From an optimization exercise on the open Yosys and OpenROAD flow, aimed at small area; shortcuts taken in it are not production practice.
No run shown here included a check of the RTL's function; only the layout flow was run.
Power and IR drop assume default switching activity.

==> flow/design.v <==
module blinking (
    input  logic        clk,
    input  logic        reset,
    input  logic        we,           
    input  logic [26:0] tnew,         
    output logic        led
);
    logic        valid;               
    logic [26:0] tqn;                 
    logic [31:0] counter;
    logic [31:0] cnext;
    logic [27:0] cy;                  
    logic [32:0] k;                   
    logic        ge;
    always_comb begin
        cy[0] = 1'b1;
        for (int i = 0; i < 27; i++)
            cy[i+1] = tqn[i] ? (counter[i+5] | cy[i]) : (counter[i+5] & cy[i]);
    end
    assign ge = !valid || cy[27];
    always_comb begin
        k[0] = 1'b1;
        for (int i = 0; i < 32; i++) begin
            cnext[i] = (counter[i] ^ k[i]) & !ge;
            k[i+1]   = k[i] & counter[i];
        end
    end
    always_ff @(posedge clk or posedge reset) begin
        if (reset) valid <= 1'b0;
        else if (we) valid <= 1'b1;
    end
    always_ff @(posedge clk) begin
        if (we) tqn <= ~tnew;
    end
    always_ff @(posedge clk) begin
        counter <= cnext;
    end
    always_ff @(posedge clk or posedge reset) begin
        if (reset)   led <= 1'b0;
        else if (ge) led <= ~led;
    end
endmodule
module blinking_led
   #(parameter W = 4)
   (
    input  logic clk,
    input  logic reset,
    input  logic cs,
    input  logic read,
    input  logic write,
    input  logic [4:0] addr,
    input  logic [31:0] wr_data,
    output logic [31:0] rd_data,
    output logic [W-1:0] led_out
   );
   logic        we;
   logic [26:0] tnew;
   assign we   = cs && write && (addr[4:2] == 3'd0);
   logic [26:0] x, y;
   assign x    = wr_data[26:0];
   assign tnew = y;
   logic s1;
   logic c2;
   logic s3;
   logic c4;
   logic s5;
   logic c6;
   logic s7;
   logic c8;
   logic s9;
   logic c10;
   logic s11;
   logic c12;
   logic s13;
   logic c14;
   logic s15;
   logic c16;
   logic s17;
   logic c18;
   logic s19;
   logic c20;
   logic s21;
   logic c22;
   logic s23;
   logic c24;
   logic s25;
   logic c26;
   logic s27;
   logic c28;
   logic s29;
   logic c30;
   logic s31;
   logic c32;
   logic s33;
   logic c34;
   logic s35;
   logic c36;
   logic s37;
   logic c38;
   logic s39;
   logic c40;
   logic s41;
   logic c42;
   logic s43;
   logic c44;
   logic s45;
   logic c46;
   logic s47;
   logic c48;
   logic s49;
   logic c50;
   logic s51;
   logic c52;
   logic s53;
   logic c54;
   logic s55;
   logic c56;
   logic s57;
   logic c58;
   logic s59;
   logic c60;
   logic s61;
   logic c62;
   logic s63;
   logic c64;
   logic s65;
   logic c66;
   logic s67;
   logic c68;
   logic s69;
   logic c70;
   logic s71;
   logic c72;
   logic s73;
   logic c74;
   logic s75;
   logic c76;
   logic s77;
   logic c78;
   logic s79;
   logic c80;
   logic s81;
   logic c82;
   logic s83;
   logic c84;
   logic s85;
   logic c86;
   logic s87;
   logic c88;
   logic s89;
   logic c90;
   logic s91;
   logic c92;
   logic s93;
   logic c94;
   logic s95;
   logic c96;
   logic s97;
   logic c98;
   logic s99;
   logic c100;
   logic s101;
   logic c102;
   logic s103;
   logic c104;
   logic s105;
   logic c106;
   logic s107;
   logic c108;
   logic s109;
   logic c110;
   logic s111;
   logic c112;
   logic s113;
   logic c114;
   logic s115;
   logic c116;
   logic s117;
   logic c118;
   logic s119;
   logic c120;
   logic s121;
   logic c122;
   logic s123;
   logic c124;
   logic s125;
   logic c126;
   logic s127;
   logic c128;
   logic s129;
   logic c130;
   logic s131;
   logic c132;
   logic s133;
   logic c134;
   logic s135;
   logic c136;
   logic s137;
   logic c138;
   logic s139;
   logic c140;
   logic s141;
   logic c142;
   logic s143;
   logic c144;
   logic s145;
   logic c146;
   logic s147;
   logic c148;
   logic s149;
   logic c150;
   logic s151;
   logic c152;
   logic s153;
   logic c154;
   logic s155;
   logic c156;
   logic s157;
   logic c158;
   logic s159;
   logic c160;
   logic s161;
   logic c162;
   logic s163;
   logic c164;
   logic s165;
   logic c166;
   logic s167;
   logic c168;
   logic s169;
   logic c170;
   logic s171;
   logic c172;
   logic s173;
   logic c174;
   logic s175;
   logic c176;
   logic s177;
   logic c178;
   logic s179;
   logic c180;
   logic s181;
   logic c182;
   logic s183;
   logic c184;
   logic s185;
   logic c186;
   logic s187;
   logic c188;
   logic s189;
   logic c190;
   logic s191;
   logic c192;
   logic s193;
   logic c194;
   logic s195;
   logic c196;
   logic s197;
   logic c198;
   logic s199;
   logic c200;
   logic s201;
   logic c202;
   logic s203;
   logic c204;
   logic s205;
   logic c206;
   assign s1 = x[10] ^ x[8];
   assign c2 = x[10] & x[8];
   assign s3 = x[11] ^ x[9] ^ x[7];
   assign c4 = (x[11] & x[9]) | (x[11] & x[7]) | (x[9] & x[7]);
   assign s5 = x[6] ^ x[1];
   assign c6 = x[6] & x[1];
   assign s7 = x[12] ^ x[10] ^ x[8];
   assign c8 = (x[12] & x[10]) | (x[12] & x[8]) | (x[10] & x[8]);
   assign s9 = x[7] ^ x[2] ^ x[1];
   assign c10 = (x[7] & x[2]) | (x[7] & x[1]) | (x[2] & x[1]);
   assign s11 = x[13] ^ x[11] ^ x[9];
   assign c12 = (x[13] & x[11]) | (x[13] & x[9]) | (x[11] & x[9]);
   assign s13 = x[8] ^ x[3] ^ x[2];
   assign c14 = (x[8] & x[3]) | (x[8] & x[2]) | (x[3] & x[2]);
   assign s15 = x[14] ^ x[12] ^ x[10];
   assign c16 = (x[14] & x[12]) | (x[14] & x[10]) | (x[12] & x[10]);
   assign s17 = x[9] ^ x[4] ^ x[3];
   assign c18 = (x[9] & x[4]) | (x[9] & x[3]) | (x[4] & x[3]);
   assign s19 = x[15] ^ x[13] ^ x[11];
   assign c20 = (x[15] & x[13]) | (x[15] & x[11]) | (x[13] & x[11]);
   assign s21 = x[10] ^ x[5] ^ x[4];
   assign c22 = (x[10] & x[5]) | (x[10] & x[4]) | (x[5] & x[4]);
   assign s23 = x[16] ^ x[14] ^ x[12];
   assign c24 = (x[16] & x[14]) | (x[16] & x[12]) | (x[14] & x[12]);
   assign s25 = x[11] ^ x[6] ^ x[5];
   assign c26 = (x[11] & x[6]) | (x[11] & x[5]) | (x[6] & x[5]);
   assign s27 = x[17] ^ x[15] ^ x[13];
   assign c28 = (x[17] & x[15]) | (x[17] & x[13]) | (x[15] & x[13]);
   assign s29 = x[12] ^ x[7] ^ x[6];
   assign c30 = (x[12] & x[7]) | (x[12] & x[6]) | (x[7] & x[6]);
   assign s31 = x[18] ^ x[16] ^ x[14];
   assign c32 = (x[18] & x[16]) | (x[18] & x[14]) | (x[16] & x[14]);
   assign s33 = x[13] ^ x[8] ^ x[7];
   assign c34 = (x[13] & x[8]) | (x[13] & x[7]) | (x[8] & x[7]);
   assign s35 = x[19] ^ x[17] ^ x[15];
   assign c36 = (x[19] & x[17]) | (x[19] & x[15]) | (x[17] & x[15]);
   assign s37 = x[14] ^ x[9] ^ x[8];
   assign c38 = (x[14] & x[9]) | (x[14] & x[8]) | (x[9] & x[8]);
   assign s39 = x[20] ^ x[18] ^ x[16];
   assign c40 = (x[20] & x[18]) | (x[20] & x[16]) | (x[18] & x[16]);
   assign s41 = x[15] ^ x[10] ^ x[9];
   assign c42 = (x[15] & x[10]) | (x[15] & x[9]) | (x[10] & x[9]);
   assign s43 = x[21] ^ x[19] ^ x[17];
   assign c44 = (x[21] & x[19]) | (x[21] & x[17]) | (x[19] & x[17]);
   assign s45 = x[16] ^ x[11] ^ x[10];
   assign c46 = (x[16] & x[11]) | (x[16] & x[10]) | (x[11] & x[10]);
   assign s47 = x[22] ^ x[20] ^ x[18];
   assign c48 = (x[22] & x[20]) | (x[22] & x[18]) | (x[20] & x[18]);
   assign s49 = x[17] ^ x[12] ^ x[11];
   assign c50 = (x[17] & x[12]) | (x[17] & x[11]) | (x[12] & x[11]);
   assign s51 = x[23] ^ x[21] ^ x[19];
   assign c52 = (x[23] & x[21]) | (x[23] & x[19]) | (x[21] & x[19]);
   assign s53 = x[18] ^ x[13] ^ x[12];
   assign c54 = (x[18] & x[13]) | (x[18] & x[12]) | (x[13] & x[12]);
   assign s55 = x[24] ^ x[22] ^ x[20];
   assign c56 = (x[24] & x[22]) | (x[24] & x[20]) | (x[22] & x[20]);
   assign s57 = x[19] ^ x[14] ^ x[13];
   assign c58 = (x[19] & x[14]) | (x[19] & x[13]) | (x[14] & x[13]);
   assign s59 = x[25] ^ x[23] ^ x[21];
   assign c60 = (x[25] & x[23]) | (x[25] & x[21]) | (x[23] & x[21]);
   assign s61 = x[20] ^ x[15] ^ x[14];
   assign c62 = (x[20] & x[15]) | (x[20] & x[14]) | (x[15] & x[14]);
   assign s63 = x[26] ^ x[24] ^ x[22];
   assign c64 = (x[26] & x[24]) | (x[26] & x[22]) | (x[24] & x[22]);
   assign s65 = x[21] ^ x[16] ^ x[15];
   assign c66 = (x[21] & x[16]) | (x[21] & x[15]) | (x[16] & x[15]);
   assign s67 = x[5] ^ x[3];
   assign c68 = x[5] & x[3];
   assign s69 = x[6] ^ x[4] ^ x[2];
   assign c70 = (x[6] & x[4]) | (x[6] & x[2]) | (x[4] & x[2]);
   assign s71 = x[7] ^ x[5] ^ x[3];
   assign c72 = (x[7] & x[5]) | (x[7] & x[3]) | (x[5] & x[3]);
   assign s73 = x[8] ^ x[6] ^ x[4];
   assign c74 = (x[8] & x[6]) | (x[8] & x[4]) | (x[6] & x[4]);
   assign s75 = x[9] ^ x[7] ^ x[5];
   assign c76 = (x[9] & x[7]) | (x[9] & x[5]) | (x[7] & x[5]);
   assign s77 = s1 ^ x[6] ^ x[5];
   assign c78 = (s1 & x[6]) | (s1 & x[5]) | (x[6] & x[5]);
   assign s79 = s3 ^ s5 ^ x[0];
   assign c80 = (s3 & s5) | (s3 & x[0]) | (s5 & x[0]);
   assign s81 = s7 ^ s9 ^ c4;
   assign c82 = (s7 & s9) | (s7 & c4) | (s9 & c4);
   assign s83 = s11 ^ s13 ^ c8;
   assign c84 = (s11 & s13) | (s11 & c8) | (s13 & c8);
   assign s85 = s15 ^ s17 ^ c12;
   assign c86 = (s15 & s17) | (s15 & c12) | (s17 & c12);
   assign s87 = s19 ^ s21 ^ c16;
   assign c88 = (s19 & s21) | (s19 & c16) | (s21 & c16);
   assign s89 = s23 ^ s25 ^ c20;
   assign c90 = (s23 & s25) | (s23 & c20) | (s25 & c20);
   assign s91 = s27 ^ s29 ^ c24;
   assign c92 = (s27 & s29) | (s27 & c24) | (s29 & c24);
   assign s93 = s31 ^ s33 ^ c28;
   assign c94 = (s31 & s33) | (s31 & c28) | (s33 & c28);
   assign s95 = s35 ^ s37 ^ c32;
   assign c96 = (s35 & s37) | (s35 & c32) | (s37 & c32);
   assign s97 = s39 ^ s41 ^ c36;
   assign c98 = (s39 & s41) | (s39 & c36) | (s41 & c36);
   assign s99 = s43 ^ s45 ^ c40;
   assign c100 = (s43 & s45) | (s43 & c40) | (s45 & c40);
   assign s101 = s47 ^ s49 ^ c44;
   assign c102 = (s47 & s49) | (s47 & c44) | (s49 & c44);
   assign s103 = s51 ^ s53 ^ c48;
   assign c104 = (s51 & s53) | (s51 & c48) | (s53 & c48);
   assign s105 = s55 ^ s57 ^ c52;
   assign c106 = (s55 & s57) | (s55 & c52) | (s57 & c52);
   assign s107 = s59 ^ s61 ^ c56;
   assign c108 = (s59 & s61) | (s59 & c56) | (s61 & c56);
   assign s109 = s63 ^ s65 ^ c60;
   assign c110 = (s63 & s65) | (s63 & c60) | (s65 & c60);
   assign s111 = x[4] ^ x[2];
   assign c112 = x[4] & x[2];
   assign s113 = s67 ^ x[1] ^ x[0];
   assign c114 = (s67 & x[1]) | (s67 & x[0]) | (x[1] & x[0]);
   assign s115 = s69 ^ x[1] ^ c68;
   assign c116 = (s69 & x[1]) | (s69 & c68) | (x[1] & c68);
   assign s117 = s71 ^ x[2] ^ c70;
   assign c118 = (s71 & x[2]) | (s71 & c70) | (x[2] & c70);
   assign s119 = s73 ^ x[3] ^ c72;
   assign c120 = (s73 & x[3]) | (s73 & c72) | (x[3] & c72);
   assign s121 = s75 ^ x[4] ^ c74;
   assign c122 = (s75 & x[4]) | (s75 & c74) | (x[4] & c74);
   assign s123 = s77 ^ x[0] ^ c76;
   assign c124 = (s77 & x[0]) | (s77 & c76) | (x[0] & c76);
   assign s125 = s79 ^ c2 ^ c78;
   assign c126 = (s79 & c2) | (s79 & c78) | (c2 & c78);
   assign s127 = s81 ^ c6 ^ c80;
   assign c128 = (s81 & c6) | (s81 & c80) | (c6 & c80);
   assign s129 = s83 ^ c10 ^ c82;
   assign c130 = (s83 & c10) | (s83 & c82) | (c10 & c82);
   assign s131 = s85 ^ c14 ^ c84;
   assign c132 = (s85 & c14) | (s85 & c84) | (c14 & c84);
   assign s133 = s87 ^ c18 ^ c86;
   assign c134 = (s87 & c18) | (s87 & c86) | (c18 & c86);
   assign s135 = s89 ^ c22 ^ c88;
   assign c136 = (s89 & c22) | (s89 & c88) | (c22 & c88);
   assign s137 = s91 ^ c26 ^ c90;
   assign c138 = (s91 & c26) | (s91 & c90) | (c26 & c90);
   assign s139 = s93 ^ c30 ^ c92;
   assign c140 = (s93 & c30) | (s93 & c92) | (c30 & c92);
   assign s141 = s95 ^ c34 ^ c94;
   assign c142 = (s95 & c34) | (s95 & c94) | (c34 & c94);
   assign s143 = s97 ^ c38 ^ c96;
   assign c144 = (s97 & c38) | (s97 & c96) | (c38 & c96);
   assign s145 = s99 ^ c42 ^ c98;
   assign c146 = (s99 & c42) | (s99 & c98) | (c42 & c98);
   assign s147 = s101 ^ c46 ^ c100;
   assign c148 = (s101 & c46) | (s101 & c100) | (c46 & c100);
   assign s149 = s103 ^ c50 ^ c102;
   assign c150 = (s103 & c50) | (s103 & c102) | (c50 & c102);
   assign s151 = s105 ^ c54 ^ c104;
   assign c152 = (s105 & c54) | (s105 & c104) | (c54 & c104);
   assign s153 = s107 ^ c58 ^ c106;
   assign c154 = (s107 & c58) | (s107 & c106) | (c58 & c106);
   assign s155 = s109 ^ c62 ^ c108;
   assign c156 = (s109 & c62) | (s109 & c108) | (c62 & c108);
   assign s157 = x[2] ^ x[0];
   assign c158 = x[2] & x[0];
   assign s159 = x[3] ^ x[1] ^ c158;
   assign c160 = (x[3] & x[1]) | (x[3] & c158) | (x[1] & c158);
   assign s161 = s111 ^ x[0] ^ c160;
   assign c162 = (s111 & x[0]) | (s111 & c160) | (x[0] & c160);
   assign s163 = s113 ^ c112 ^ c162;
   assign c164 = (s113 & c112) | (s113 & c162) | (c112 & c162);
   assign s165 = s115 ^ c114 ^ c164;
   assign c166 = (s115 & c114) | (s115 & c164) | (c114 & c164);
   assign s167 = s117 ^ c116 ^ c166;
   assign c168 = (s117 & c116) | (s117 & c166) | (c116 & c166);
   assign s169 = s119 ^ c118 ^ c168;
   assign c170 = (s119 & c118) | (s119 & c168) | (c118 & c168);
   assign s171 = s121 ^ c120 ^ c170;
   assign c172 = (s121 & c120) | (s121 & c170) | (c120 & c170);
   assign s173 = s123 ^ c122 ^ c172;
   assign c174 = (s123 & c122) | (s123 & c172) | (c122 & c172);
   assign s175 = s125 ^ c124 ^ c174;
   assign c176 = (s125 & c124) | (s125 & c174) | (c124 & c174);
   assign s177 = s127 ^ c126 ^ c176;
   assign c178 = (s127 & c126) | (s127 & c176) | (c126 & c176);
   assign s179 = s129 ^ c128 ^ c178;
   assign c180 = (s129 & c128) | (s129 & c178) | (c128 & c178);
   assign s181 = s131 ^ c130 ^ c180;
   assign c182 = (s131 & c130) | (s131 & c180) | (c130 & c180);
   assign s183 = s133 ^ c132 ^ c182;
   assign c184 = (s133 & c132) | (s133 & c182) | (c132 & c182);
   assign s185 = s135 ^ c134 ^ c184;
   assign c186 = (s135 & c134) | (s135 & c184) | (c134 & c184);
   assign s187 = s137 ^ c136 ^ c186;
   assign c188 = (s137 & c136) | (s137 & c186) | (c136 & c186);
   assign s189 = s139 ^ c138 ^ c188;
   assign c190 = (s139 & c138) | (s139 & c188) | (c138 & c188);
   assign s191 = s141 ^ c140 ^ c190;
   assign c192 = (s141 & c140) | (s141 & c190) | (c140 & c190);
   assign s193 = s143 ^ c142 ^ c192;
   assign c194 = (s143 & c142) | (s143 & c192) | (c142 & c192);
   assign s195 = s145 ^ c144 ^ c194;
   assign c196 = (s145 & c144) | (s145 & c194) | (c144 & c194);
   assign s197 = s147 ^ c146 ^ c196;
   assign c198 = (s147 & c146) | (s147 & c196) | (c146 & c196);
   assign s199 = s149 ^ c148 ^ c198;
   assign c200 = (s149 & c148) | (s149 & c198) | (c148 & c198);
   assign s201 = s151 ^ c150 ^ c200;
   assign c202 = (s151 & c150) | (s151 & c200) | (c150 & c200);
   assign s203 = s153 ^ c152 ^ c202;
   assign c204 = (s153 & c152) | (s153 & c202) | (c152 & c202);
   assign s205 = s155 ^ c154 ^ c204;
   assign c206 = (s155 & c154) | (s155 & c204) | (c154 & c204);
   assign y[0] = x[0];
   assign y[1] = x[1];
   assign y[2] = s157;
   assign y[3] = s159;
   assign y[4] = s161;
   assign y[5] = s163;
   assign y[6] = s165;
   assign y[7] = s167;
   assign y[8] = s169;
   assign y[9] = s171;
   assign y[10] = s173;
   assign y[11] = s175;
   assign y[12] = s177;
   assign y[13] = s179;
   assign y[14] = s181;
   assign y[15] = s183;
   assign y[16] = s185;
   assign y[17] = s187;
   assign y[18] = s189;
   assign y[19] = s191;
   assign y[20] = s193;
   assign y[21] = s195;
   assign y[22] = s197;
   assign y[23] = s199;
   assign y[24] = s201;
   assign y[25] = s203;
   assign y[26] = s205;
   assign rd_data = 32'd0;
   genvar i;
   generate
      for (i = 0; i < W; i++) begin : g_led
         blinking led_i (.clk(clk), .reset(reset), .we(we && addr[1:0] == i),
                         .tnew(tnew), .led(led_out[i]));
      end
   endgenerate
endmodule
==> flow/flow/run.sh <==
#!/bin/bash
# Own layout flow: the standard flow with the standard synthesis unchanged, plus
#  - polopt.py: after synthesis, the full adders' polarities are chosen so that fewer
#    inverters sit between them (same logic function, same registers);
#  - the port buffers made of the smallest buffer cell (buf_1) instead of the flow's pick;
#  - the clock tree built from clkbuf_16 in clusters of up to 25 sinks, without dummy loads.
# Each tool's output goes to a log file of its own in this folder.
set -euo pipefail
R="$PWD/orfs/results/$FLOW_PLATFORM/blinking_led/base"
bash standard.sh "$R/1_2_yosys.v" > make_synth.log 2>&1
cp "$R/1_2_yosys.v" "$R/1_2_yosys_standard.v"
python3 flow/polopt.py "$R/1_2_yosys_standard.v" "$R/1_2_yosys.v" > polopt.log 2>&1
bash standard.sh \
  "BUFFER_PORTS_ARGS=-buffer_cell sky130_fd_sc_hd__buf_1" \
  "CTS_ARGS=-sink_clustering_enable -repair_clock_nets -sink_clustering_size 25 -sink_clustering_max_diameter 100 -buf_list sky130_fd_sc_hd__clkbuf_16 -dont_use_dummy_load" \
  finish > make_finish.log 2>&1
==> flow/flow/polopt.py <==
#!/usr/bin/env python3
"""Inverter clean-up for a Yosys netlist of sky130 cells.

A full adder is self-dual: fa(~a, ~b, ~c) = (~sum, ~cout). Synthesis leaves inverters between
full adders wherever it picked the other polarity. This script chooses, for each full adder,
whether it computes its signals true or inverted so that as few inverters as possible are needed,
then rebuilds the inverters: every net keeps its logic function at every non-full-adder pin.
Registers, ports and all other cells are left as they are.

usage: polopt.py IN.v OUT.v
"""
import re
import sys
import collections

src = open(sys.argv[1]).read()
m = re.search(r"^module\s.*?;\n", src, re.S | re.M)
head_end = m.end()
body_start = re.search(r"^\s*sky130_fd_sc_hd__", src[head_end:], re.M).start() + head_end
endm = src.rindex("endmodule")
decls = src[head_end:body_start]
inst_text = src[body_start:endm]

inst_re = re.compile(r"\s*(sky130_fd_sc_hd__\w+)\s+(\\\S+ |\S+)\s*\((.*?)\);\n", re.S)
pin_re = re.compile(r"\.(\w+)\(([^()]*)\)")
insts = []
pos = 0
while pos < len(inst_text):
    mm = inst_re.match(inst_text, pos)
    if not mm:
        rest = inst_text[pos:].strip()
        assert rest == "", "unparsed: " + inst_text[pos:pos + 200]
        break
    typ, name, body = mm.groups()
    pins = [(p, n.strip()) for p, n in pin_re.findall(body)]
    insts.append([typ, name, pins])
    pos = mm.end()

OUT_PINS = {"X", "Y", "Q", "Q_N", "SUM", "COUT", "HI", "LO"}
ports_out = set()
for line in decls.splitlines():
    mo = re.match(r"\s*output\s+(\[(\d+):(\d+)\]\s+)?(\S+);", line)
    if mo:
        if mo.group(1):
            hi, lo = int(mo.group(2)), int(mo.group(3))
            for i in range(min(hi, lo), max(hi, lo) + 1):
                ports_out.add(f"{mo.group(4)}[{i}]")
        else:
            ports_out.add(mo.group(4))

def is_inv(t):
    return re.match(r"sky130_fd_sc_hd__(inv|clkinv)_\d+$", t) is not None

def is_fa(t):
    return re.match(r"sky130_fd_sc_hd__fa_\d+$", t) is not None

# inverters that may be removed: output not a port
inv_of = {}  # out net -> in net
removable = set()
for i, (t, n, pins) in enumerate(insts):
    if is_inv(t):
        d = dict(pins)
        if d["Y"] not in ports_out:
            inv_of[d["Y"]] = d["A"]
            removable.add(i)

def lit(net):
    ph = 0
    while net in inv_of:
        net = inv_of[net]
        ph ^= 1
    return net, ph

driver = {}
for i, (t, n, pins) in enumerate(insts):
    if i in removable:
        continue
    for p, net in pins:
        if p in OUT_PINS:
            driver[net] = (i, p)

# consumers: (inst, pin index, base, phase)
cons = []
for i, (t, n, pins) in enumerate(insts):
    if i in removable:
        continue
    for k, (p, net) in enumerate(pins):
        if p in OUT_PINS or net == "" or net.startswith("1'b"):
            continue
        b, ph = lit(net)
        cons.append((i, k, b, ph))

fa_ids = [i for i, (t, n, p) in enumerate(insts) if is_fa(t)]
flip = collections.defaultdict(int)
by_base = collections.defaultdict(list)
for c in cons:
    by_base[c[2]].append(c)
fa_bases = collections.defaultdict(set)  # fa -> bases it touches
for c in cons:
    if is_fa(insts[c[0]][0]):
        fa_bases[c[0]].add(c[2])
for b, (i, p) in driver.items():
    if is_fa(insts[i][0]):
        fa_bases[i].add(b)

def provided(b):
    d = driver.get(b)
    if d and is_fa(insts[d[0]][0]):
        return flip[d[0]]
    return 0

def cost(b):
    pv = provided(b)
    for (i, k, bb, ph) in by_base[b]:
        req = ph ^ (flip[i] if is_fa(insts[i][0]) else 0)
        if req != pv:
            return 1
    return 0

def total():
    return sum(cost(b) for b in by_base)

before = total()
improved = True
while improved:
    improved = False
    for f in fa_ids:
        bs = fa_bases[f]
        c0 = sum(cost(b) for b in bs)
        flip[f] ^= 1
        c1 = sum(cost(b) for b in bs)
        if c1 < c0:
            improved = True
        else:
            flip[f] ^= 1
after = total()

# rebuild
new_inv = {}
extra_decl = []
def inv_net(b):
    if b not in new_inv:
        nm = f"_pol{len(new_inv)}_"
        new_inv[b] = nm
        extra_decl.append(f"  wire {nm};\n")
    return new_inv[b]

for (i, k, b, ph) in cons:
    req = ph ^ (flip[i] if is_fa(insts[i][0]) else 0)
    p, _ = insts[i][2][k]
    insts[i][2][k] = (p, b if req == provided(b) else inv_net(b))

def esc(net):
    return net + " " if net.startswith("\\") else net

out = [src[:head_end], decls] + extra_decl
for i, (t, n, pins) in enumerate(insts):
    if i in removable:
        continue
    out.append(f"  {t} {n}(\n" + ",\n".join(f"    .{p}({esc(net)})" for p, net in pins) + "\n  );\n")
for k, (b, nm) in enumerate(new_inv.items()):
    out.append(f"  sky130_fd_sc_hd__inv_1 _polinv{k}_ (\n    .A({esc(b)}),\n    .Y({nm})\n  );\n")
out.append(src[endm:])
open(sys.argv[2], "w").write("".join(out))
print(f"polopt: {len(removable)} inverters before, {len(new_inv)} after "
      f"(bases needing one: {before} -> {after}); {sum(flip[f] for f in fa_ids)} of {len(fa_ids)} full adders flipped")
==> flow/standard.sh <==
#!/bin/bash
# synth_recipe.tcl (not shown) runs the flow's synth.tcl, then flattens the netlist and writes it again
# the make line also repeats each setting of config.mk as NAME=value (left out here)
make -C /OpenROAD-flow-scripts/flow DESIGN_CONFIG=/design/flow/config.mk WORK_HOME=/design/flow/orfs CLKGATE_MAP_FILE= SYNTH_SCRIPT=/design/flow/synth_recipe.tcl "${@:-finish}"
==> flow/config.mk <==
export PLATFORM = sky130hd
export DESIGN_NAME = blinking_led
export DESIGN_NICKNAME = blinking_led
export VERILOG_FILES = /design/flow/design.v
export SDC_FILE = /design/flow/constraint.sdc
export NUM_CORES = 4
export LEC_CHECK = 0
export CAP_MARGIN = 20
export CORE_MARGIN = 2
export CORE_UTILIZATION = 40
export SLEW_MARGIN = 20
==> flow/constraint.sdc <==
create_clock -name core_clock -period 10.0 [get_ports {clk}]
set_input_delay 2.0000 -clock core_clock [delete_from_list [all_inputs] [get_ports {clk}]]
set_output_delay 2.0000 -clock core_clock [all_outputs]
set_load 0.01 [all_outputs]
==> flow_summary.toml, run 1 <==
[outcome]
status = "failed layout checks"
check.faults = "setup timing"

[setup_path]
r2r-start = "g_led[2].led_i.counter[0]"
start_kind = "primary input"
timing.rr.end = "g_led[2].led_i.counter[30]"
critPathMaxStageDelay_ns = 0.57
r2r_slack_ns = 3.26
critPathKind = "in2reg"
path_depth = 30
arrival_ns = 10.33
cp_data_required_time_ns = 10.21
crit_fanout = 4
cp_top_family = "adder cells"
cpMaxStageDelayCell = "fa_1"
r2r_cells = 31
worst_setup_path_end_kind = "register"
crit_buf_inv = 4
path_common_cell = "fa_2"

[detailed_routing]
post_drt_wl_per_cell_um = 15.91
vias = 6601
via_per_inst = 4.854
wirelength_um = 21630
first_pass_iters = 4
antenna_left = 0
drtIter0Drc = 363
drcViolationCount = 0

[global_routing]
grt_pass1_vias = 6707
antenna_found_initial = 0
grt-ovfl-total = 0
grt_max_degree = 34
grt.total_usage_pct = 14.18
grt_pass1_wl_um = 35370

[clocking]
root_buffer = "clkbuf_16"
cts.path.max_buffers = 3
clkSinkCount = 244
htree_levels = 1
numCtsBuffers = 13
cts_tree = "built"
clk_pin_slew_ns = 0.09
clk_latency_ns = 0.48

[synth]
synth_area_um2 = 12270
syn_area_per_cell_um2 = 13.57
syn_inst = 904
ys_warn_count = 1

[floorplanning]
die_x_um = 179.1
start_util_pct = 40.31
core.rowCount = 64
die_y_um = 179.1
dieArea_um2 = 32080
coreArea_um2 = 30430
pin_count = 78

[power]
ir_worst_vdd_uv = 93.22
p_leak_uw = 0.005666
power_density_nw_per_um2 = 191.5

[placement]
place_ws_ns = -0.8894
dp.final_hpwl_um = 17020
place_congestion = 0.8475
placed_area_um2 = 12890
port-buffer-count = 39

[finish]
drive_gt1_share_pct = 9.440
syn2layout_area_growth_pct = 8.496
fill_cells = 2799
final_area_um2 = 13310
diodes = 0
nets = 1226

[worst_hold_path]
whs_path_depth = 1
min_to = "g_led[0].led_i.counter[0]"
hp-start = "g_led[0].led_i.counter[0]"
hold_class = "reg2reg"

[sta]
slew_headroom_pct = 37.61
hold_viol = 0
fmax_mhz = 98.84
period_needed_ns = 10.12
rsz0062_at_grt = "yes"
drv_slew = 0
setup_ws_ns = -0.1177
max_slew.worst_pin.slew_ns = 0.9336
skew_ns = 0.02547
min_period_over_period_pct = 101.2
finalSetupViolations = 4

[flow_run]
maxCapViolCount = 0
[cell type report]
cell class	instances	area, um^2	share of cell area, %
clock buffers	13	325.3	2.444
multi-input cells	605	5967	44.83
repair buffers	64	372.9	2.802
well taps	396	495.5	3.723
flip-flops and latches	244	6006	45.13
inverters	38	142.6	1.072
[worst max-delay path by stage]
stage / from / endpoint / slack, ns
after CTS: wr_data[2] / g_led[3].led_i.tqn[26] / -0.19
final: wr_data[5] / g_led[0].led_i.tqn[26] / -0.12
after detailed placement: wr_data[6] / g_led[2].led_i.tqn[26] / -0.89
after floorplan: wr_data[2] / g_led[0].led_i.tqn[26] / -0.30
after global placement: wr_data[6] / g_led[1].led_i.tqn[26] / -0.70
after global routing: wr_data[5] / g_led[3].led_i.tqn[26] / -0.39
[flip-flops by register name (all words and copies together) (netlist names)]
| register | count |
|---|---|
| g_led.led_i.led | 4 |
| g_led.led_i.valid | 4 |
| g_led.led_i.tqn | 108 |
| g_led.led_i.counter | 128 |
[layer usage]
metal  track usage (%)  up-vias  part of all wire (%)
met5                 0        -                     0
met3             2.078       21                   4.4
met4             3.058        0                   1.8
met1             20.63     3158                    49
li1                  -     3293                     -
met2             22.50      129                    45
[through the flow]
step	total power, uW	hold WS, ns	std cells	setup TNS [ns]	utilization [%]
finish	2548	0.4273	1360	-0.4647	43.74
global route	2738	0.4742	1360	-1.770	43.74
CTS	2605	0.4259	1359	-0.7520	43.52
detailed placement	2061	0.4113	1346	-5.819	42.38
global placement	2027	0.4110	1346	-4.383	42.38
floorplan	1805	0.3952	935	-1.420	-
[layout by cell type, fill, tap and decap left out, types with 24 or more instances in the layout]
cell      count
buf_1        34
o22ai_1      38
ha_1        124
a22oi_1      25
nand2_1      33
dfxtp_1     128
buf_4        24
edfxtp_1    108
inv_1        34
and2_1      121
conb_1       32
fa_1         70
[worst register-to-register path: cells and delay by family (launching register included)]
family,cells,cell delay [ns]
simple gates,1,0.13
flops,1,0.35
fa+ha+maj,30,6.17
[power breakdown]
group          internal [uW]  total, uW  switching (uW)
clock network            235        531             297
logic                    259        736             477
registers               1260       1280            23.8
[timing repair]
action / CTS / global route
gates cloned: 0 / 0
gates resized for setup: 9 / 16
pin swaps: 2 / 2
setup endpoints to repair: 4 / 8
buffers inserted: 0 / 0
hold buffers: 0 / 0
==> run 2, diff against run 1 <==
--- a/flow/config.mk
+++ b/flow/config.mk
@@ -9,3 +9,4 @@
 export CORE_MARGIN = 2
 export CORE_UTILIZATION = 40
+export SETUP_SLACK_MARGIN = 0.3
 export SLEW_MARGIN = 20
==> run 2 against run 1 <==
Net effect:
- the layout still fails its checks (setup timing)
- die area unchanged
- sequential power about the same
- critical path type unchanged
- final cell count unchanged
- count of clock-buffer cells in the layout unchanged
- core utilization decreased by 0.082 points
- flip-flop and latch count unchanged
==> flow_summary.toml, run 2 <==
[outcome]
status = "failed layout checks"
check.faults = "setup timing"

[power]
power.switching_uw = 781.6
p_clk_share_pct = 20.8
power_frac_comb_pct = 28.5
ir_worst_vdd_uv = 95.55
power_density_nw_per_um2 = 190.2
power.internal_uw = 1745
sw_frac_of_total_pct = 30.94
power.total_uw = 2527
power_frac_seq_pct = 50.7
p_leak_uw = 0.005656

[setup_path]
cp_top_family = "adder cells"
path_common_cell = "fa_2"
start_kind = "primary input"
cp_data_required_time_ns = 10.21
arrival_ns = 10.32
crit_buf_inv = 4
critPathKind = "in2reg"
crit_fanout = 4
worst_setup_path_end_kind = "register"
critPathMaxStageDelay_ns = 0.52
cpMaxStageDelayCell = "fa_1"
r2r-start = "g_led[2].led_i.counter[0]"
startpoint = "wr_data[2]"

[sta]
rsz0062_at_grt = "yes"
drv_slew = 0
fmax_mhz = 98.87
finalSetupViolations = 4
max_slew.worst_pin.slew_ns = 0.8696
hold_viol = 0
period_needed_ns = 10.11
slew_headroom_pct = 41.89
min_period_over_period_pct = 101.1
skew_ns = 0.01041
hold_ws_ns = 0.4383
setup_ws_ns = -0.1145

[global_routing]
grt_max_degree = 34
grt_pass1_wl_um = 34270
antenna_found_initial = 0
grt-ovfl-total = 0
grt.total_usage_pct = 13.72
grt_pass1_vias = 6650

[floorplanning]
dieArea_um2 = 32080
die_x_um = 179.1
start_util_pct = 40.31
die_y_um = 179.1
pin_count = 78
coreArea_um2 = 30430
core.rowCount = 64

[worst_hold_path]
hold_class = "reg2reg"
hp-start = "g_led[0].led_i.counter[0]"

[detailed_routing]
drtIter0Drc = 374
antenna_left = 0
vias = 6595
post_drt_wl_per_cell_um = 15.56
wirelength_um = 21160
via_per_inst = 4.849
drcViolationCount = 0
first_pass_iters = 5

[placement]
place_congestion = 0.8567
dp.final_hpwl_um = 16830
port-buffer-count = 39
dp.cells = 1346
place_ws_ns = -0.8339
placed_area_um2 = 12890

[synth]
ys_warn_count = 1
syn_area_per_cell_um2 = 13.57
syn_inst = 904
synth_area_um2 = 12270

[clocking]
cts_tree = "built"
htree_levels = 1
numCtsBuffers = 13
clkSinkCount = 244
hold_buffers = 0
clk_latency_ns = 0.47
clk_pin_slew_ns = 0.09
cts.path.max_buffers = 3
root_buffer = "clkbuf_16"

[finish]
finalNonFillerCells = 1360
largest_register = "g_led.led_i.counter"
final_area_um2 = 13280
final_common_cell = "dfxtp_1"
reg_top3 = "g_led.led_i.counter (128), g_led.led_i.tqn (108)"
nets = 1226
diodes = 0
largest_reg_flops = 128
syn2layout_area_growth_pct = 8.293
drive_gt1_share_pct = 9.232
final_cell_mix = "128 x dfxtp_1, 124 x ha_1, 121 x and2_1"
fill_cells = 2809

[flow_run]
maxCapViolCount = 0
run 2: metal layers:
| layer | routed length [um] | part of all wire [%] | track usage, % | vias up |
|---|---|---|---|---|
| met2 | 9489 | 45 | 22.08 | 134 |
| met4 | 240 | 1.1 | 2.722 | 0 |
| met5 | 0 | 0 | 0 | - |
| met3 | 1213 | 5.7 | 2.693 | 16 |
| met1 | 10220 | 48 | 19.36 | 3155 |
| li1 | - | - | - | 3290 |
run 2: worst paths after layout:
check | cells past startpoint | to | slack (ns)
max | 29 | g_led[3].led_i.tqn[26] | -0.11
min | 1 | g_led[0].led_i.counter[0] | 0.44
max reg2reg | 32 | g_led[2].led_i.counter[31] | 3.30
min reg2reg | 1 | g_led[0].led_i.counter[0] | 0.44
max in group asynchronous | 2 | g_led[3].led_i.valid | 7.99
min in group asynchronous | 2 | g_led[3].led_i.led | 1.57
run 2: timing repair:
item | in CTS | in global routing
endpoints found under the setup margin | 8 | 8
pin swaps | 4 | 2
setup buffers | 0 | 0
gates resized for setup | 11 | 6
run 2: through the flow:
stage / setup TNS, ns / utilization [%]
finish: -0.4473 / 43.66
detailed placement: -5.303 / 42.38
floorplan: -1.420 / -
global placement: -4.316 / 42.38
global route: -1.452 / 43.66
CTS: -0.5788 / 43.54
run 2: area by class of cell:
type / instances / area, um^2 / share of cell area (%)
Multi-Input combinational cell: 605 / 5952 / 44.81
Tap cell: 396 / 495.5 / 3.730
Sequential cell: 244 / 6006 / 45.21
Inverter: 38 / 142.6 / 1.074
Clock buffer: 13 / 325.3 / 2.449
Timing Repair Buffer: 64 / 362.8 / 2.731
run 2: worst register-to-register path: cells and delay by family, from the launching register on:
family	cells	cell delay, ns
AO/OA/AOI/OAI	1	0.05
flip-flops	1	0.34
adder cells (fa/ha/maj)	30	6.07
XOR/XNOR	1	0.14
run 2: power by group through the flow:
stage | logic [uW] | registers [uW] | clock network, uW
after detailed placement | 751 | 1310 | 0
after CTS | 761 | 1280 | 553
after floorplan | 511 | 1300 | 0
final | 719 | 1280 | 526
after global routing | 848 | 1290 | 582
after global placement | 726 | 1300 | 0
==> run 3, diff against run 2 <==
--- a/flow/design.v
+++ b/flow/design.v
@@ -266,4 +266,29 @@
    logic s205;
    logic c206;
+   logic q207;
+   logic p208;
+   logic q209;
+   logic p210;
+   logic q211;
+   logic p212;
+   logic q213;
+   logic p214;
+   logic q215;
+   logic p216;
+   logic q217;
+   logic p218;
+   logic q219;
+   logic p220;
+   logic q221;
+   logic p222;
+   logic q223;
+   logic p224;
+   logic q225;
+   logic p226;
+   logic q227;
+   logic p228;
+   logic q229;
+   logic p230;
+   logic q231;
    assign s1 = x[10] ^ x[8];
    assign c2 = x[10] & x[8];
@@ -444,6 +469,6 @@
    assign s177 = s127 ^ c126 ^ c176;
    assign c178 = (s127 & c126) | (s127 & c176) | (c126 & c176);
-   assign s179 = s129 ^ c128 ^ c178;
-   assign c180 = (s129 & c128) | (s129 & c178) | (c128 & c178);
+   assign s179 = s129 ^ c128;
+   assign c180 = s129 & c128;
    assign s181 = s131 ^ c130 ^ c180;
    assign c182 = (s131 & c130) | (s131 & c180) | (c130 & c180);
@@ -472,4 +497,43 @@
    assign s205 = s155 ^ c154 ^ c204;
    assign c206 = (s155 & c154) | (s155 & c204) | (c154 & c204);
+   assign y[13] = s179 ^ c178;
+   assign q207 = c178 & s179;
+   assign y[14] = s181 ^ q207;
+   assign p208 = s179 & s181;
+   assign q209 = c178 & p208;
+   assign y[15] = s183 ^ q209;
+   assign p210 = p208 & s183;
+   assign q211 = c178 & p210;
+   assign y[16] = s185 ^ q211;
+   assign p212 = p210 & s185;
+   assign q213 = c178 & p212;
+   assign y[17] = s187 ^ q213;
+   assign p214 = p212 & s187;
+   assign q215 = c178 & p214;
+   assign y[18] = s189 ^ q215;
+   assign p216 = p214 & s189;
+   assign q217 = c178 & p216;
+   assign y[19] = s191 ^ q217;
+   assign p218 = p216 & s191;
+   assign q219 = c178 & p218;
+   assign y[20] = s193 ^ q219;
+   assign p220 = p218 & s193;
+   assign q221 = c178 & p220;
+   assign y[21] = s195 ^ q221;
+   assign p222 = p220 & s195;
+   assign q223 = c178 & p222;
+   assign y[22] = s197 ^ q223;
+   assign p224 = p222 & s197;
+   assign q225 = c178 & p224;
+   assign y[23] = s199 ^ q225;
+   assign p226 = p224 & s199;
+   assign q227 = c178 & p226;
+   assign y[24] = s201 ^ q227;
+   assign p228 = p226 & s201;
+   assign q229 = c178 & p228;
+   assign y[25] = s203 ^ q229;
+   assign p230 = p228 & s203;
+   assign q231 = c178 & p230;
+   assign y[26] = s205 ^ q231;
    assign y[0] = x[0];
    assign y[1] = x[1];
@@ -485,18 +549,4 @@
    assign y[11] = s175;
    assign y[12] = s177;
-   assign y[13] = s179;
-   assign y[14] = s181;
-   assign y[15] = s183;
-   assign y[16] = s185;
-   assign y[17] = s187;
-   assign y[18] = s189;
-   assign y[19] = s191;
-   assign y[20] = s193;
-   assign y[21] = s195;
-   assign y[22] = s197;
-   assign y[23] = s199;
-   assign y[24] = s201;
-   assign y[25] = s203;
-   assign y[26] = s205;
    assign rd_data = 32'd0;
    genvar i;
--- a/flow/config.mk
+++ b/flow/config.mk
@@ -9,4 +9,3 @@
 export CORE_MARGIN = 2
 export CORE_UTILIZATION = 40
-export SETUP_SLACK_MARGIN = 0.3
 export SLEW_MARGIN = 20
==> run 3 against run 2 <==
Net effect:
- the run now finishes clean
- global-route usage shrank 0.13 points
- routed wire length grew 2.1%
- sequential power is essentially flat
- synthesized cell count grew 6.2%
- final area grew 2.3%
- total power grew 5.0%
- setup slack gained 0.46 ns
- largest cell class is now multi-input combinational cells
==> flow_summary.toml, run 3 <==
[sta]
max_slew.worst_pin.slew_ns = 0.5763
rsz0062_at_grt = "no"
slew_headroom_pct = 61.54
hold_ws_ns = 0.4226
hold_viol = 0
finalSetupViolations = 0
fmax_mhz = 103.6
period_needed_ns = 9.653
skew_ns = 0.01909
drv_slew = 0
min_period_over_period_pct = 96.53

[clocking]
htree_levels = 1
clk_latency_ns = 0.47
cts-resized-gates = 0
clk_pin_slew_ns = 0.09
cts.path.max_buffers = 3
postCtsSetupBuffers = 0
hold_buffers = 0
root_buffer = "clkbuf_16"
clkSinkCount = 244
numCtsBuffers = 13
cts_tree = "built"

[setup_path]
cpMaxStageDelayCell = "fa_1"
crit_chain = "buf_1 > buf_12 > fa_1 > fa_1 > fa_1 > ha_1 > fa_1 > fa_1 > fa_1 > fa_1 > fa_1 > fa_1 > fa_1 > fa_1 > fa_1 > fa_2 > fa_1 > fa_1 > inv_1 > nor3_2 > xnor2_2"
r2r-start = "g_led[2].led_i.counter[0]"
startpoint = "wr_data[9]"
start_kind = "primary input"
r2r_cells = 32
r2r_slack_ns = 3.33
crit_buf_inv = 3
path_common_cell = "fa_1"
cp_data_required_time_ns = 10.21
timing.rr.end = "g_led[2].led_i.counter[31]"
critPathCapture = "g_led[0].led_i.tqn[26]"
critPathMaxStageDelay_ns = 0.55
path_depth = 21
critPathKind = "in2reg"
crit_fanout = 5
worst_setup_path_end_kind = "register"
arrival_ns = 9.86
cp_top_family = "adder cells"

[floorplanning]
core.rowCount = 64
die_x_um = 180.9
die_y_um = 180.9
coreArea_um2 = 30670
pin_count = 78
dieArea_um2 = 32710
start_util_pct = 40.80

[outcome]
status = "no timing/DRC/antenna violations"

[finish]
fill_cells = 2819
drive_gt1_share_pct = 6.329
finalNonFillerCells = 1423
syn2layout_area_growth_pct = 8.590
final_cell_mix = "128 x dfxtp_1, 127 x ha_1, 108 x edfxtp_1"
final_area_um2 = 13590
nets = 1290
final_common_cell = "dfxtp_1"
largest_reg_flops = 128
diodes = 0
reg_top3 = "g_led.led_i.counter (128), g_led.led_i.tqn (108)"
largest_register = "g_led.led_i.counter"

[placement]
dp.cells = 1410
port-buffer-count = 39
dp.final_hpwl_um = 17230
place_congestion = 0.8050
placed_area_um2 = 13230

[global_routing]
grt.total_usage_pct = 13.59
grt_max_degree = 34
grt-ovfl-total = 0
antenna_found_initial = 0
grt_pass1_wl_um = 36240
grt_pass1_vias = 7096

[synth]
ys_warn_count = 1
synth_area_um2 = 12510
syn_area_per_cell_um2 = 13.03
syn_inst = 960

[detailed_routing]
drcViolationCount = 0
wirelength_um = 21600
via_per_inst = 4.952
first_pass_iters = 5
vias = 7046
post_drt_wl_per_cell_um = 15.18
antenna_left = 0
drtIter0Drc = 355

[flow_run]
maxCapViolCount = 0

[worst_hold_path]
hold_class = "reg2reg"
hp-start = "g_led[2].led_i.counter[0]"

[power]
p_leak_uw = 0.005754
ir_worst_vdd_uv = 155.1
power_density_nw_per_um2 = 195.3
run 3: cell type report:
type	count	area, um^2	share of cell area, %
Inverter	28	105.1	0.7736
Sequential cell	244	6006	44.20
Tap cell	396	495.5	3.647
Multi-Input combinational cell	671	6223	45.81
Clock buffer	13	325.3	2.394
Timing Repair Buffer	71	431.7	3.177
run 3: per-stage QoR:
step	util [%]	setup slack, ns	setup TNS, ns	total power [uW]
after detailed placement	43.15	-0.3053	-2.095	2181
after floorplan	-	0.2160	0	1868
after global placement	43.11	-0.2112	-1.430	2153
final	44.30	0.3471	0	2654
after global routing	44.30	0.05864	0	2838
after CTS	44.21	0.1900	0	2708
run 3: routing by layer:
metal,up-vias,wire length [um],share of wire [%],global-route usage (%)
li1,3494,-,-,-
met1,3414,10150,47,18.92
met2,116,10280,48,22.54
met3,22,797,3.7,2.157
met4,0,370,1.7,2.742
met5,-,0,0,0
run 3: how the worst min path moves through the flow:
stage                                end  slack, ns  cells past startpoint
5_1_grt        g_led[1].led_i.counter[0]       0.45                      1
2_1_floorplan  g_led[1].led_i.counter[0]       0.40                      1
3_3_place_gp   g_led[0].led_i.counter[0]       0.41                      1
4_1_cts        g_led[2].led_i.counter[0]       0.43                      1
6_report       g_led[2].led_i.counter[0]       0.42                      1
3_5_place_dp   g_led[2].led_i.counter[0]       0.42                      1
run 3: power by group:
group | switching (uW) | internal, uW
combinational | 539 | 319
clock | 291 | 234
sequential | 15.5 | 1250
total | 846 | 1810
==> run 4, diff against run 3 <==
--- a/flow/flow/run.sh
+++ b/flow/flow/run.sh
@@ -13,4 +13,4 @@
 bash standard.sh \
   "BUFFER_PORTS_ARGS=-buffer_cell sky130_fd_sc_hd__buf_1" \
-  "CTS_ARGS=-sink_clustering_enable -repair_clock_nets -sink_clustering_size 25 -sink_clustering_max_diameter 100 -buf_list sky130_fd_sc_hd__clkbuf_16 -dont_use_dummy_load" \
+  "CTS_ARGS=-sink_clustering_enable -repair_clock_nets -sink_clustering_size 30 -sink_clustering_max_diameter 80 -buf_list sky130_fd_sc_hd__clkbuf_16 -dont_use_dummy_load" \
   finish > make_finish.log 2>&1
--- a/flow/config.mk
+++ b/flow/config.mk
@@ -8,4 +8,4 @@
 export CAP_MARGIN = 20
 export CORE_MARGIN = 2
-export CORE_UTILIZATION = 40
+export CORE_UTILIZATION = 60
 export SLEW_MARGIN = 20
==> run 4 against run 3 <==
Net effect:
- hold slack worse by 0.0045 ns
- non-clock buffer count is 3 lower
- die area is 33% lower
- highest routed layer unchanged
- routed wire length is 8.0% higher
- critical endpoint is now g_led[3].led_i.tqn[26]
- flip-flop and latch count stayed put
- clock skew is 0.033 ns higher
- sequential power hardly changed
- final cell count is 9.1% lower
==> flow_summary.toml, run 4 <==
[setup_path]
start_kind = "primary input"
timing.rr.end = "g_led[2].led_i.counter[31]"
worst_setup_path_end_kind = "register"
critPathKind = "in2reg"
r2r_slack_ns = 3.22
arrival_ns = 9.84
cp_data_required_time_ns = 10.16
r2r-start = "g_led[2].led_i.counter[0]"
crit_fanout = 4
r2r_cells = 32

[sta]
hold_viol = 0
min_period_over_period_pct = 96.85
slew_headroom_pct = 52.38
period_needed_ns = 9.685
fmax_mhz = 103.3
finalSetupViolations = 0
skew_ns = 0.05215
drv_slew = 0
rsz0062_at_grt = "no"
max_slew.worst_pin.slew_ns = 0.7126
hold_ws_ns = 0.4181
finalSetupTns_ns = 0

[finish]
largest_register = "g_led.led_i.counter"
final_cell_mix = "128 x dfxtp_1, 127 x ha_1, 108 x edfxtp_1"
finalNonFillerCells = 1294
fin_util_pct = 65.77
reg_top3 = "g_led.led_i.counter (128), g_led.led_i.tqn (108)"
final_common_cell = "dfxtp_1"
fill_cells = 1561
syn2layout_area_growth_pct = 7.040
nets = 1287
multiInputGateArea_um2 = 6246
diodes = 0
drive_gt1_share_pct = 6.445
largest_reg_flops = 128
register_area_um2 = 6006

[detailed_routing]
via_per_inst = 5.616
wirelength_um = 23330
first_pass_iters = 5
drtIter0Drc = 380
drcViolationCount = 0
vias = 7267
antenna_left = 0
post_drt_wl_per_cell_um = 18.03

[clocking]
root_buffer = "clkbuf_16"
clkSinkCount = 244
hold_buffers = 0
cts_tree = "built"
postCtsSetupBuffers = 0
clk_latency_ns = 0.48
htree_levels = 1
cts.path.max_buffers = 3
numCtsBuffers = 13
clk_pin_slew_ns = 0.08

[worst_hold_path]
min_to = "g_led[2].led_i.counter[0]"
hold_class = "reg2reg"
whs_path_depth = 1
hp-start = "g_led[2].led_i.counter[0]"

[global_routing]
antenna_found_initial = 0
grt_max_degree = 34
grt.total_usage_pct = 22.31
grt-ovfl-total = 0
grt_pass1_wl_um = 38380
grt_pass1_vias = 7528

[floorplanning]
start_util_pct = 61.44
die_x_um = 148.4
coreArea_um2 = 20360
core.rowCount = 52
die_y_um = 148.4
pin_count = 78
dieArea_um2 = 22020

[synth]
ys_warn_count = 1
syn_area_per_cell_um2 = 13.03
synth_area_um2 = 12510
syn_inst = 960

[placement]
dp.final_hpwl_um = 18520
place_congestion = 0.9084
dp.cells = 1281
port-buffer-count = 39

[power]
p_leak_uw = 0.005741
ir_worst_vdd_uv = 232.1
power_density_nw_per_um2 = 203.6
power.total_uw = 2727

[flow_run]
maxCapViolCount = 0

[outcome]
status = "no timing/DRC/antenna violations"
run 4: worst max-delay path by stage:
stage                          start                endpoint  slack, ns  cells past startpoint
after detailed placement  wr_data[7]  g_led[1].led_i.tqn[26]      -0.48                     21
after global placement    wr_data[8]  g_led[0].led_i.tqn[26]      -0.30                     21
after floorplan           wr_data[2]  g_led[0].led_i.tqn[26]       0.22                     19
final                     wr_data[9]  g_led[3].led_i.tqn[26]       0.31                     21
after CTS                 wr_data[7]  g_led[3].led_i.tqn[26]      0.006                     20
after global routing      wr_data[2]  g_led[3].led_i.tqn[26]       0.01                     21
run 4: metrics by stage:
stage / setup WS (ns) / area [um^2]
after global placement: -0.2976 / 13010
after floorplan: 0.2160 / 12630
after detailed placement: -0.4789 / 13010
after global routing: 0.01417 / 13390
final: 0.3149 / 13390
after CTS: 0.005602 / 13340
run 4: area by class of cell:
type                       instances  share of cell area (%)
multi-input combinational        671                   46.64
clock buffer                      13                   2.429
timing repair buffer              68                   2.784
tap                              270                   2.522
inverter                          28                  0.7848
sequential                       244                   44.84
run 4: per-layer routing:
layer	wire, um	track usage, %
met5	0	0
met4	460	4.429
met3	1112	3.926
met2	11450	38.15
met1	10310	30.42
run 4: repair_timing:
action | in CTS | in global routing
setup endpoints to repair | 1 | 8
pin swaps | 0 | 4
endpoints found under the hold margin | 0 | 0
resized for setup | 1 | 11
run 4: report_power, final:
| part | total (uW) | leakage [uW] | switching (uW) | internal [uW] |
|---|---|---|---|---|
| clock network | 531 | 0.000160 | 296 | 235 |
| registers | 1270 | 0.00210 | 16.4 | 1260 |
| logic | 924 | 0.00348 | 588 | 336 |
run 4: worst max-delay path: stages:
cell	delay, ns
clkbuf_2	0.17
fa_1	0.59
fa_1	0.43
fa_1	0.46
ha_1	0.22
fa_1	0.45
fa_1	0.46
fa_1	0.46
fa_1	0.46
fa_2	0.41
fa_1	0.46
fa_1	0.46
fa_1	0.46
fa_1	0.46
fa_1	0.46
fa_1	0.46
fa_1	0.42
inv_1	0.07
xnor2_1	0.08
xnor2_1	0.25
xnor2_2	0.16
==> run 5, diff against run 4 <==
--- a/flow/design.v
+++ b/flow/design.v
@@ -16,5 +16,5 @@
         cy[0] = 1'b1;
         for (int i = 0; i < 27; i++)
-            cy[i+1] = tqn[i] ? (counter[i+5] | cy[i]) : (counter[i+5] & cy[i]);
+            cy[i+1] = (counter[i+5] & tqn[i]) | (counter[i+5] & cy[i]) | (tqn[i] & cy[i]);
     end
     assign ge = !valid || cy[27];
==> flow/run.sh (new file) <==
#!/bin/bash
# synth_recipe.tcl (not shown) runs the flow's synth.tcl, then flattens the netlist and writes it again
# the make line also repeats each setting of config.mk as NAME=value (left out here)
make -C /OpenROAD-flow-scripts/flow DESIGN_CONFIG=/design/flow/config.mk WORK_HOME=/design/flow/orfs CLKGATE_MAP_FILE= SYNTH_SCRIPT=/design/flow/synth_recipe.tcl finish
--- a/flow/config.mk
+++ b/flow/config.mk
@@ -8,4 +8,4 @@
 export CAP_MARGIN = 20
 export CORE_MARGIN = 2
-export CORE_UTILIZATION = 60
+export CORE_UTILIZATION = 40
 export SLEW_MARGIN = 20
removed: flow/flow/run.sh
removed: flow/flow/polopt.py
removed: flow/standard.sh
==> run 5 against run 4 <==
Net effect:
- routed wire length up 5.9%
- final area rose by 11%
- synthesized cell count increased by 9.9%
- first-iteration DRC count increased by 1.3%
- maximum frequency grew 0.64%
- flip-flop and latch count is the same
- global-route usage down 7.4 points
- clock power up 83%
- die area increased by 55%
- via count increased by 5.0%
- critical path type unchanged
- highest routed layer unchanged
==> flow_summary.toml, run 5 <==
[finish]
final_area_um2 = 14810
fin_util_pct = 45.76
drive_gt1_share_pct = 8.122
nets = 1386
syn2layout_area_growth_pct = 13.28
final_common_cell = "dfxtp_1"
largest_register = "g_led.led_i.counter"
largest_reg_flops = 128
final_cell_mix = "128 x dfxtp_1, 127 x ha_1, 115 x inv_1"
reg_top3 = "g_led.led_i.counter (128), g_led.led_i.tqn (108)"
diodes = 0

[floorplanning]
core.rowCount = 66
coreArea_um2 = 32370
start_util_pct = 40.40
pin_count = 78
die_x_um = 184.8
die_y_um = 184.8
dieArea_um2 = 34150

[placement]
placed_area_um2 = 13920
dp.final_hpwl_um = 18140
port-buffer-count = 39
place_ws_ns = -0.2216
place_congestion = 0.8087

[synth]
yosysSeqAreaShare_pct = 45.93
synthMostInstantiatedCell = "dfxtp_1"
async_flop_share_pct = 3.279
synthSimpleGateAreaFrac_pct = 10.05
synth_top_flop_cell = "dfxtp_1"
synth_area_um2 = 13080
syn_inst = 1055
ys_warn_count = 1
synthAdderAreaFrac_pct = 26.89
synth_edf_count = 108
synth_compound_area_share_pct = 8.736
ys_ff_latch = 244
synth_area_leaders = "edfxtp_1 25%, dfxtp_1 20%, fa_1 14%, ha_1 12%, and2_1 4.8%"
syn_area_per_cell_um2 = 12.39
synth_common_cells = "128 x dfxtp_1, 127 x ha_1, 115 x inv_1, 108 x edfxtp_1, 101 x and2_1"
synthMuxAreaShare_pct = 0.08612
synth_cell_types = 67
synth_top_cell_by_area = "edfxtp_1"
synth_top_family_by_area = "adder cells"
synth.top_cell.area_share_pct = 24.80
synth_xor_area_share_pct = 1.942

[setup_path]
critPathKind = "in2reg"
cp_data_required_time_ns = 10.26
arrival_ns = 9.89
r2r_slack_ns = 3.19
crit_fanout = 4
worst_setup_path_end_kind = "register"
start_kind = "primary input"

[sta]
drv_slew = 0
hold_viol = 0
slew_headroom_pct = 25.32
hold_ws_ns = 0.4207
period_needed_ns = 9.623
skew_ns = 0.009945
rsz0062_at_grt = "no"
min_period_over_period_pct = 96.23
fmax_mhz = 103.9
setup_ws_ns = 0.3767
max_slew.worst_pin.slew_ns = 1.112
finalSetupViolations = 0

[detailed_routing]
via_per_inst = 4.806
drcViolationCount = 0
wirelength_um = 24700
drtIter0Drc = 385
vias = 7627
first_pass_iters = 6
post_drt_wl_per_cell_um = 15.57
antenna_left = 0

[global_routing]
grt_pass1_vias = 7600
grt_max_degree = 34
grt_pass1_wl_um = 39470
antenna_found_initial = 0
grt.total_usage_pct = 14.88
grt-ovfl-total = 0

[power]
power_density_nw_per_um2 = 223.2
ir_worst_vdd_uv = 169.2
p_leak_uw = 0.006712

[clocking]
cts.path.max_buffers = 3
clkSinkCount = 244
cts_tree = "built"
postCtsSetupBuffers = 0
root_buffer = "clkbuf_16"
clk_pin_slew_ns = 0.06
htree_levels = 1
clk_latency_ns = 0.52
numCtsBuffers = 26
cts-resized-gates = 0
hold_buffers = 0

[outcome]
status = "no timing/DRC/antenna violations"

[worst_hold_path]
hold_class = "reg2reg"

[flow_run]
maxCapViolCount = 0
[run 5: kinds of logic (layout without fill, tap and decap cells)]
group,Yosys count,count (layout)
adder cells (fa/ha/maj),227,227
other,1,32
AO/OA/AOI/OAI,155,155
multiplexers,1,1
flip-flops,244,244
buffers and inverters,166,225
AND/OR/NAND/NOR,232,232
XOR/XNOR,29,29
[run 5: power by group]
part | switching, uW | internal, uW | total (uW)
Combinational | 711 | 340 | 1050
Sequential | 21.8 | 1260 | 1280
Clock | 393 | 581 | 973
Total | 1130 | 2180 | 3310
[run 5: per-stage QoR]
stage | setup TNS [ns] | power [uW] | cells
after floorplan | 0 | 1876 | 1086
after global placement | -1.384 | 2363 | 1539
after detailed placement | -2.121 | 2382 | 1539
after CTS | 0 | 3358 | 1587
after global routing | 0 | 3480 | 1587
final | 0 | 3306 | 1587
[run 5: worst paths after layout]
path	end	startpoint	depth (start not counted)
worst min-delay path	g_led[3].led_i.counter[0]	g_led[3].led_i.counter[0]	1
max in group asynchronous	g_led[0].led_i.valid	reset	2
worst max-delay path	g_led[3].led_i.tqn[26]	wr_data[2]	24
worst max register to register	g_led[2].led_i.counter[31]	g_led[2].led_i.counter[0]	34
min in group asynchronous	g_led[0].led_i.led	reset	2
worst min register to register	g_led[3].led_i.counter[0]	g_led[3].led_i.counter[0]	1
[run 5: worst max-delay path, cell delays in order]
cell             delay (ns)
clkdlybuf4s50_1        0.49
fa_1                   0.57
inv_1                  0.06
fa_1                   0.46
fa_1                   0.49
inv_1                  0.04
ha_1                   0.17
inv_1                  0.07
fa_1                   0.17
inv_1                  0.05
fa_1                   0.45
fa_1                   0.46
fa_1                   0.46
fa_1                   0.46
fa_1                   0.47
fa_1                   0.46
fa_1                   0.46
fa_1                   0.46
fa_1                   0.43
inv_1                  0.09
fa_1                   0.20
fa_1                   0.41
nor3_1                 0.23
xnor2_1                0.27
[run 5: layout make-up]
type	count	area [um^2]
fill	3008	17560
tap	442	553.0
multi-input combinational	676	6370
sequential	244	6006
clock inverter	12	97.59
clock buffer	36	792.0
inverter	115	431.7
timing repair buffer	62	563.0
[run 5: per-layer routing]
metal	vias to the layer above	track usage [%]	wire length, um
met3	38	2.340	1192
met1	3647	20.03	11350
li1	3775	-	-
met5	-	0	0
met2	167	25.03	11550
met4	0	4.000	614
==> run 6, diff against run 5 <==
--- a/flow/config.mk
+++ b/flow/config.mk
@@ -9,3 +9,4 @@
 export CORE_MARGIN = 2
 export CORE_UTILIZATION = 40
+export CTS_BUF_LIST = sky130_fd_sc_hd__clkbuf_4
 export SLEW_MARGIN = 20
==> run 6 against run 5 <==
Net effect:
- non-clock buffer count stayed put
- core utilization about the same
- count of clock-buffer cells in the layout grew 58
- via count rose by 3.4%
- register-to-register slack is essentially flat
- clock skew increased by 0.027 ns
- final area about the same
- clock power decreased by 4.4%
- global-route usage up 0.59 points
- total power down 1.6%
- highest routed layer unchanged
- still clean on timing, DRC and antenna
- maximum frequency grew 1.1%
- setup slack improved by 0.10 ns
==> flow_summary.toml, run 6 <==
[detailed_routing]
wl_met1_um = 11510
vias = 7884
wirelength_um = 25300
met2_length_um = 11970
drcViolationCount = 0
route.met3.wl_um = 1213
post_drt_wl_per_cell_um = 15.23
via_per_inst = 4.747
first_pass_iters = 6
highest_layer = "met4"
drtIter0Drc = 444
antenna_left = 0

[synth]
syn_inst = 1055
synth_top_flop_cell = "dfxtp_1"
synth_common_cells = "128 x dfxtp_1, 127 x ha_1, 115 x inv_1, 108 x edfxtp_1, 101 x and2_1"
yosysSeqAreaShare_pct = 45.93
synth_top_cell_by_area = "edfxtp_1"
syn_area_per_cell_um2 = 12.39
async_flop_share_pct = 3.279
synth_edf_count = 108
ys_warn_count = 1
ys_ff_latch = 244
synth_cell_types = 67
synth.top_cell.area_share_pct = 24.80
synth_area_leaders = "edfxtp_1 25%, dfxtp_1 20%, fa_1 14%, ha_1 12%, and2_1 4.8%"
synthMostInstantiatedCell = "dfxtp_1"
synth_area_um2 = 13080

[worst_hold_path]
hold_class = "reg2reg"

[clocking]
htree_levels = 3
hold_buffers = 0
cts_tree = "built"
cts-resized-gates = 0
cts.path.max_buffers = 3
postCtsSetupBuffers = 0
clk_pin_slew_ns = 0.06
clk_latency_ns = 0.66
root_buffer = "clkbuf_4"
numCtsBuffers = 66
clkSinkCount = 244

[finish]
fill_cells = 3054
drive_gt1_share_pct = 12.40
final_cell_mix = "128 x dfxtp_1, 127 x ha_1, 115 x inv_1"
register_area_um2 = 6006
nets = 1426
largest_register = "g_led.led_i.counter"
reg_top3 = "g_led.led_i.counter (128), g_led.led_i.tqn (108)"
syn2layout_area_growth_pct = 13.30
largest_reg_flops = 128
multiInputGateArea_um2 = 6370
final_common_cell = "dfxtp_1"

[setup_path]
critPathKind = "in2reg"
crit_fanout = 4
cp_data_required_time_ns = 10.37
start_kind = "primary input"
arrival_ns = 9.89
worst_setup_path_end_kind = "register"

[sta]
period_needed_ns = 9.518
rsz0062_at_grt = "no"
max_slew.worst_pin.slew_ns = 0.9954
slew_headroom_pct = 33.17
setup_ws_ns = 0.4816
min_period_over_period_pct = 95.18
drv_slew = 0
hold_viol = 0
hold_ws_ns = 0.4203
finalSetupViolations = 0
skew_ns = 0.03657
fmax_mhz = 105.1
finalSetupTns_ns = 0

[placement]
place_ws_ns = -0.2216
dp.final_hpwl_um = 18140
place_congestion = 0.8087
port-buffer-count = 39

[global_routing]
grt_max_degree = 34
grt.total_usage_pct = 15.47
grt-ovfl-total = 0
grt_pass1_wl_um = 40510
antenna_found_initial = 1
grt_pass1_vias = 8021

[outcome]
status = "no timing/DRC/antenna violations"

[floorplanning]
start_util_pct = 40.40
core.rowCount = 66
coreArea_um2 = 32370
die_y_um = 184.8
pin_count = 78
die_x_um = 184.8
dieArea_um2 = 34150

[power]
ir_worst_vdd_uv = 104.3
power_density_nw_per_um2 = 219.6
p_leak_uw = 0.006807

[flow_run]
maxCapViolCount = 0
## run 6: cell types whose count changed in the layout (fill, tap and decap cells not counted), sizes merged
cell	previous run	this run
clkinvlp	4	0
diode	0	1
bufinv	1	3
inv	116	117
clkinv	6	22
clkbuf	36	94
## run 6: worst paths after layout
path	start	to	slack, ns	cells after the start
max	wr_data[2]	g_led[3].led_i.tqn[26]	0.48	24
min	g_led[3].led_i.counter[0]	g_led[3].led_i.counter[0]	0.42	1
max reg2reg	g_led[2].led_i.counter[0]	g_led[2].led_i.counter[31]	3.20	34
min reg2reg	g_led[3].led_i.counter[0]	g_led[3].led_i.counter[0]	0.42	1
max in group asynchronous	reset	g_led[3].led_i.valid	7.91	2
min in group asynchronous	reset	g_led[0].led_i.valid	1.69	2
## run 6: critical path, stage by stage
cell and delay [ns]:
clkdlybuf4s50_1 0.49, fa_1 0.57, inv_1 0.06, fa_1 0.46
fa_1 0.49, inv_1 0.04, ha_1 0.17, inv_1 0.07
fa_1 0.17, inv_1 0.05, fa_1 0.45, fa_1 0.46
fa_1 0.46, fa_1 0.46, fa_1 0.47, fa_1 0.46
fa_1 0.46, fa_1 0.46, fa_1 0.43, inv_1 0.09
fa_1 0.21, fa_1 0.41, nor3_1 0.23, xnor2_1 0.27
## run 6: metal layers
| metal | vias up | GRT usage (%) |
|---|---|---|
| met2 | 177 | 25.68 |
| li1 | 3890 | - |
| met3 | 45 | 3.343 |
| met4 | 0 | 5.873 |
| met5 | - | 0 |
| met1 | 3772 | 19.84 |
## run 6: power by group
group,total [uW],switching (uW),internal [uW]
logic,1040,702,339
registers,1280,21.9,1260
clock network,930,416,514
## run 6: area by class of cell
class / count / area share [%]
inverters: 115 / 2.914
clock inverters: 27 / 1.241
flip-flops and latches: 244 / 40.54
diodes: 1 / 0.01689
clock buffers: 94 / 4.763
well taps: 442 / 3.733
multi-input cells: 676 / 42.99
repair buffers: 62 / 3.800
## run 6: cell families after synthesis
group                    share of synthesized area, %
AND/OR/NAND/NOR                                 10.05
multiplexers                                  0.08611
AO/OA/AOI/OAI                                   8.736
flip-flops                                      45.93
other                                         0.02868
adder cells (fa/ha/maj)                         26.89
buffers and inverters                           6.344
XOR/XNOR                                        1.942
## run 6: through the flow
step | util (%) | std cells | total power, uW | instance area, um^2
6_report | 45.77 | 1661 | 3254 | 14820
5_1_grt | 45.77 | 1661 | 3458 | 14820
4_1_cts | 45.76 | 1660 | 3325 | 14810
3_5_place_dp | 43.01 | 1539 | 2382 | 13920
3_3_place_gp | 43.01 | 1539 | 2363 | 13920
2_1_floorplan | - | 1086 | 1876 | 13190

==> what the ideal ports hide <==
No port has a modelled driver above. Below, the same layouts with a new extraction and two added sets of constraints. Step 1 (the two cells are an assumption about what drives the block):
set clk [get_ports {clk}]
set_driving_cell -lib_cell sky130_fd_sc_hd__clkbuf_16 $clk
set_driving_cell -lib_cell sky130_fd_sc_hd__buf_2 [delete_from_list [all_inputs] $clk]
Step 2 moves the port delays by t, midway between the first and last clock arrival at a register: inputs arrive t later, outputs are due t later. That takes back most of the time a late clock gives input paths. Three values: no drivers, after step 1, after step 2; two values: the first two.
run	t (ns)	setup slack, ns	worst setup path after step 2	clock arrival spread, ns	worst data-port slew with drivers (ns)
run 1	0.516	-0.118 / -0.106 / -0.622	input to register	0.029 / 0.029	0.05
run 2	0.516	-0.115 / -0.109 / -0.625	input to register	0.012 / 0.012	0.05
run 3	0.510	0.347 / 0.374 / -0.135	input to register	0.023 / 0.023	0.04
run 4	0.505	0.315 / 0.336 / -0.169	input to register	0.052 / 0.052	0.04
run 5	0.563	0.377 / 0.403 / -0.160	input to register	0.013 / 0.014	0.04
run 6	0.678	0.482 / 0.501 / -0.177	input to register	0.039 / 0.039	0.04
With both steps, setup timing fails in run 3, run 4, run 5 and run 6, where it was met with ideal ports. The setup slack of run 6, which loses most, moves by +0.019 ns with the drivers and by -0.659 ns with both steps.
